Source: an optimization exercise on an open RTL-to-GDS flow (aim: small area and a short achievable clock period). Production flows keep margins and buffers that such runs may drop.
Only simulation tests tie the RTL to the original design; equivalence was not proved.

// NOAA_Module
module NOAA_Module( CLK, RESET, MODE, TN, SAMPLE, DONE, AVG_SD );
    input CLK, RESET, MODE;
    input [ 11:0 ] TN;
    output SAMPLE, DONE;
    output [ 11:0 ] AVG_SD;
    localparam K = 6;
    localparam J = 1;
    reg  [ 11:0 ] win [ 0:13 ];    
    reg  [ 3:0 ]  n;               
    reg  [ 15:0 ] s;               
    reg  [ 27:0 ] ss;              
    reg  [ K-1:0 ] aq_r;           
    reg  [ 3:0 ]  ar_r;            
    reg  [ J-1:0 ] sq_r;           
    reg  [ 3:0 ]  sr_r;            
    reg           m;               
    reg  [ 11:0 ] q;               
    reg           done_r;
    reg  [ 11:0 ] out_r;
    integer i;
    wire          full  = ( n == 4'd14 );
    wire [ 3:0 ]  n_nx  = full ? 4'd14 : n + 4'd1;
    wire [ 11:0 ] old   = full ? win[13] : 12'd0;    
    wire [ 15:0 ] s_m = s - old;   
    wire [ 15:0 ] s_nx;
    wire [ 27:0 ] ss_nx;
    wire [ K-1:0 ] aq_nx;
    wire [ 3:0 ]  ar_nx;
    wire [ J-1:0 ] sq_nx;
    wire [ 3:0 ]  sr_nx;
    wire [ 11:0 ] avg_c;
    wire [ 23:0 ] a2_c;
    wire [ 23:0 ] ssq_c;
    reg  [ 3:0 ]  sh;
    always @(*) begin
        sh = 4'd0;
        for ( i = 0; i < 12; i = i + 1 )
            if ( q[i] ) sh = 4'd11 - i[3:0];
    end
    wire [ 11:0 ] d1   = sh[3] ? { q[3:0], 8'd0 } : sh[2] ? { q[7:0], 4'd0 } : q;
  ...
make LEC_CHECK=0 ABC_AREA=1 CAP_MARGIN=20 CORE_MARGIN=2 CORE_UTILIZATION=40 SLEW_MARGIN=20 finish   # period 250.0 ns
run.sh (not shown) runs the stock make flow with config.mk's settings and CLKGATE_MAP_FILE= SYNTH_SCRIPT=/design/flow/synth_recipe.tcl, a recipe that flattens the netlist after the stock synthesis.
The first run passed the timing, design-rule and antenna checks.
Change:
==> flow/flow/run.sh (new file) <==
#!/bin/bash
# Standard synthesis and layout; the layout's timing repair aims at a setup
# slack of 192 ns at the design's clock period (250 ns), i.e. it sizes and
# buffers the slowest paths towards an achieved period of 58 ns.
set -euo pipefail
bash standard.sh synth > synth.log 2>&1
bash standard.sh SETUP_SLACK_MARGIN=192 finish > layout.log 2>&1
==> flow/standard.sh (new file) <==
#!/bin/bash
# synth_recipe.tcl (not shown) runs the flow's synth.tcl, then flattens the netlist and writes it again
# the make line also repeats each setting of config.mk as NAME=value (left out here)
make -C /OpenROAD-flow-scripts/flow DESIGN_CONFIG=/design/flow/config.mk WORK_HOME=/design/flow/orfs CLKGATE_MAP_FILE= SYNTH_SCRIPT=/design/flow/synth_recipe.tcl "${@:-finish}"
removed: flow/run.sh
Setup slack improves by 14 ns.
Cell count came out higher by a few percent.
Area after synthesis is unchanged.
Change:
==> flow/flow/run.sh (replaced) <==
#!/bin/bash
# Standard synthesis and layout; the layout's timing repair aims at a setup
# slack of 188 ns at the design's clock period (250 ns), i.e. it sizes and
# buffers the slowest paths towards an achieved period of 62 ns.
set -euo pipefail
bash standard.sh synth > synth.log 2>&1
bash standard.sh SETUP_SLACK_MARGIN=188 finish > layout.log 2>&1
Effect:
- The new run finished clean
- worst setup slack loses 0.95 ns
- wire length fell by 3.7%
- global-route usage fell by 0.19 points

---

NOAA_Module, a different RTL version from the one above (not shown whole).
Size: roughly 260 flip-flops, roughly 29 I/O pins, about 36000 um2 of cells after synthesis.
Settings: LEC_CHECK=0, CAP_MARGIN=20, CORE_MARGIN=2, CORE_UTILIZATION=40, SLEW_MARGIN=20; clock period 250.0 ns.
standard.sh (not shown) runs the stock make flow with config.mk's settings and CLKGATE_MAP_FILE= SYNTH_SCRIPT=/design/flow/synth_recipe.tcl, a recipe that flattens the netlist after the stock synthesis.
==> flow/flow/run.sh <==
#!/bin/bash
# Standard synthesis and layout; the layout's timing repair aims at a setup
# slack of 175 ns at the design's clock period (250 ns), i.e. it sizes and
# buffers the slowest paths towards an achieved period of 75 ns.
set -euo pipefail
bash standard.sh synth > synth.log 2>&1
bash standard.sh SETUP_SLACK_MARGIN=175 finish > layout.log 2>&1
The first run passed the timing, design-rule and antenna checks.
Change:
==> flow/flow/run.sh (replaced) <==
#!/bin/bash
# Standard synthesis and layout; the layout's timing repair aims at a setup
# slack of 195 ns at the design's clock period (250 ns), i.e. it sizes and
# buffers the slowest paths towards an achieved period of 55 ns.
set -euo pipefail
bash standard.sh synth > synth.log 2>&1
bash standard.sh SETUP_SLACK_MARGIN=195 finish > layout.log 2>&1
Utilization is higher by 7.4 points.
Wire length is higher by about 11%.
Setup slack improves by 5.0 ns.
Area after synthesis does not change.

---

Starting RTL as in the previous note.
// NOAA_Module
module NOAA_Module( CLK, RESET, MODE, TN, SAMPLE, DONE, AVG_SD );
    input CLK, RESET, MODE;
    input [ 11:0 ] TN;
    output SAMPLE, DONE;
    output [ 11:0 ] AVG_SD;
    localparam K = 10;
    localparam J = 4;
    reg  [ 11:0 ] win [ 0:13 ];    
    reg  [ 3:0 ]  n;               
    reg  [ 15:0 ] s;               
    reg  [ 27:0 ] ss;              
    reg  [ K-1:0 ] aq_r;           
    reg  [ 3:0 ]  ar_r;            
    reg  [ J-1:0 ] sq_r;           
    reg  [ 3:0 ]  sr_r;            
    reg           m;               
    reg  [ 11:0 ] q;               
    reg           done_r;
    reg  [ 11:0 ] out_r;
    integer i;
    wire          full  = ( n == 4'd14 );
    wire [ 3:0 ]  n_nx  = full ? 4'd14 : n + 4'd1;
    wire [ 11:0 ] old   = full ? win[13] : 12'd0;    
    wire [ 15:0 ] s_m = s - old;   
    wire [ 15:0 ] s_nx;
    wire [ 27:0 ] ss_nx;
    wire [ K-1:0 ] aq_nx;
    wire [ 3:0 ]  ar_nx;
    wire [ J-1:0 ] sq_nx;
    wire [ 3:0 ]  sr_nx;
    wire [ 11:0 ] avg_c;
    wire [ 23:0 ] a2_c;
    wire [ 23:0 ] ssq_c;
    reg  [ 3:0 ]  sh;
    always @(*) begin
        sh = 4'd0;
        for ( i = 0; i < 12; i = i + 1 )
  ...
clock: 250.0 ns
lec_check: 0
cap_margin: 20
core_margin: 2
core_utilization: 40
slew_margin: 20
==> flow/flow/run.sh <==
#!/bin/bash
# Standard synthesis and layout; the layout's timing repair aims at a setup
# slack of 185 ns at the design's clock period (250 ns), i.e. it sizes and
# buffers the slowest paths towards an achieved period of 65 ns.
set -euo pipefail
bash standard.sh synth > synth.log 2>&1
bash standard.sh SETUP_SLACK_MARGIN=185 finish > layout.log 2>&1
The first run went through all stages and came out clean.
Next try:
==> flow/run.sh (new file) <==
#!/bin/bash
# synth_recipe.tcl (not shown) runs the flow's synth.tcl, then flattens the netlist and writes it again
# the make line also repeats each setting of config.mk as NAME=value (left out here)
make -C /OpenROAD-flow-scripts/flow DESIGN_CONFIG=/design/flow/config.mk WORK_HOME=/design/flow/orfs CLKGATE_MAP_FILE= SYNTH_SCRIPT=/design/flow/synth_recipe.tcl finish
removed: flow/flow/run.sh
removed: flow/standard.sh
Effect: Wire length is lower by 4.1%; flip-flop and latch count stays the same; clock skew is lower by 4.3 ps; fmax is lower by 13%; synthesized area is unchanged; cell count is lower by 2.6%.

-- static timing again, ports no longer ideal --
No port has a modelled driver above. Below, the same layouts with a new extraction and two added sets of constraints.
Step 1, drivers: a clkbuf_16 drives CLK and a buf_2 each remaining input, both assumed.
Step 2, shift: input delay + t, output delay - t, t = (earliest + latest rising clock arrival at the registers) / 2. This alone moves slack from input paths to output paths.
Slacks: no drivers / after step 1 / after step 2; pairs: no drivers / after step 1.
run	t (ns)	setup WS [ns]	worst setup path at the end	pins driven straight from the clock port
the first run of note 1	0.590	175.275 / 175.275 / 175.275	register to register	1
the second run of note 1	0.597	189.607 / 189.628 / 189.031	input to register	1
the third run of note 1	0.599	188.657 / 188.687 / 188.088	input to register	1
the first run of note 2	0.622	177.749 / 177.783 / 177.161	input to register	1
the second run of note 2	0.620	182.738 / 182.733 / 182.113	input to register	1
the first run of note 3	0.621	182.638 / 182.673 / 182.052	input to register	1
the second run of note 3	0.623	172.859 / 172.859 / 172.859	register to register	1
After both steps setup and hold are still met in every run listed. The setup slack of the second run of note 2, which loses most, moves by -0.005 ns with the drivers and by -0.625 ns with both steps.
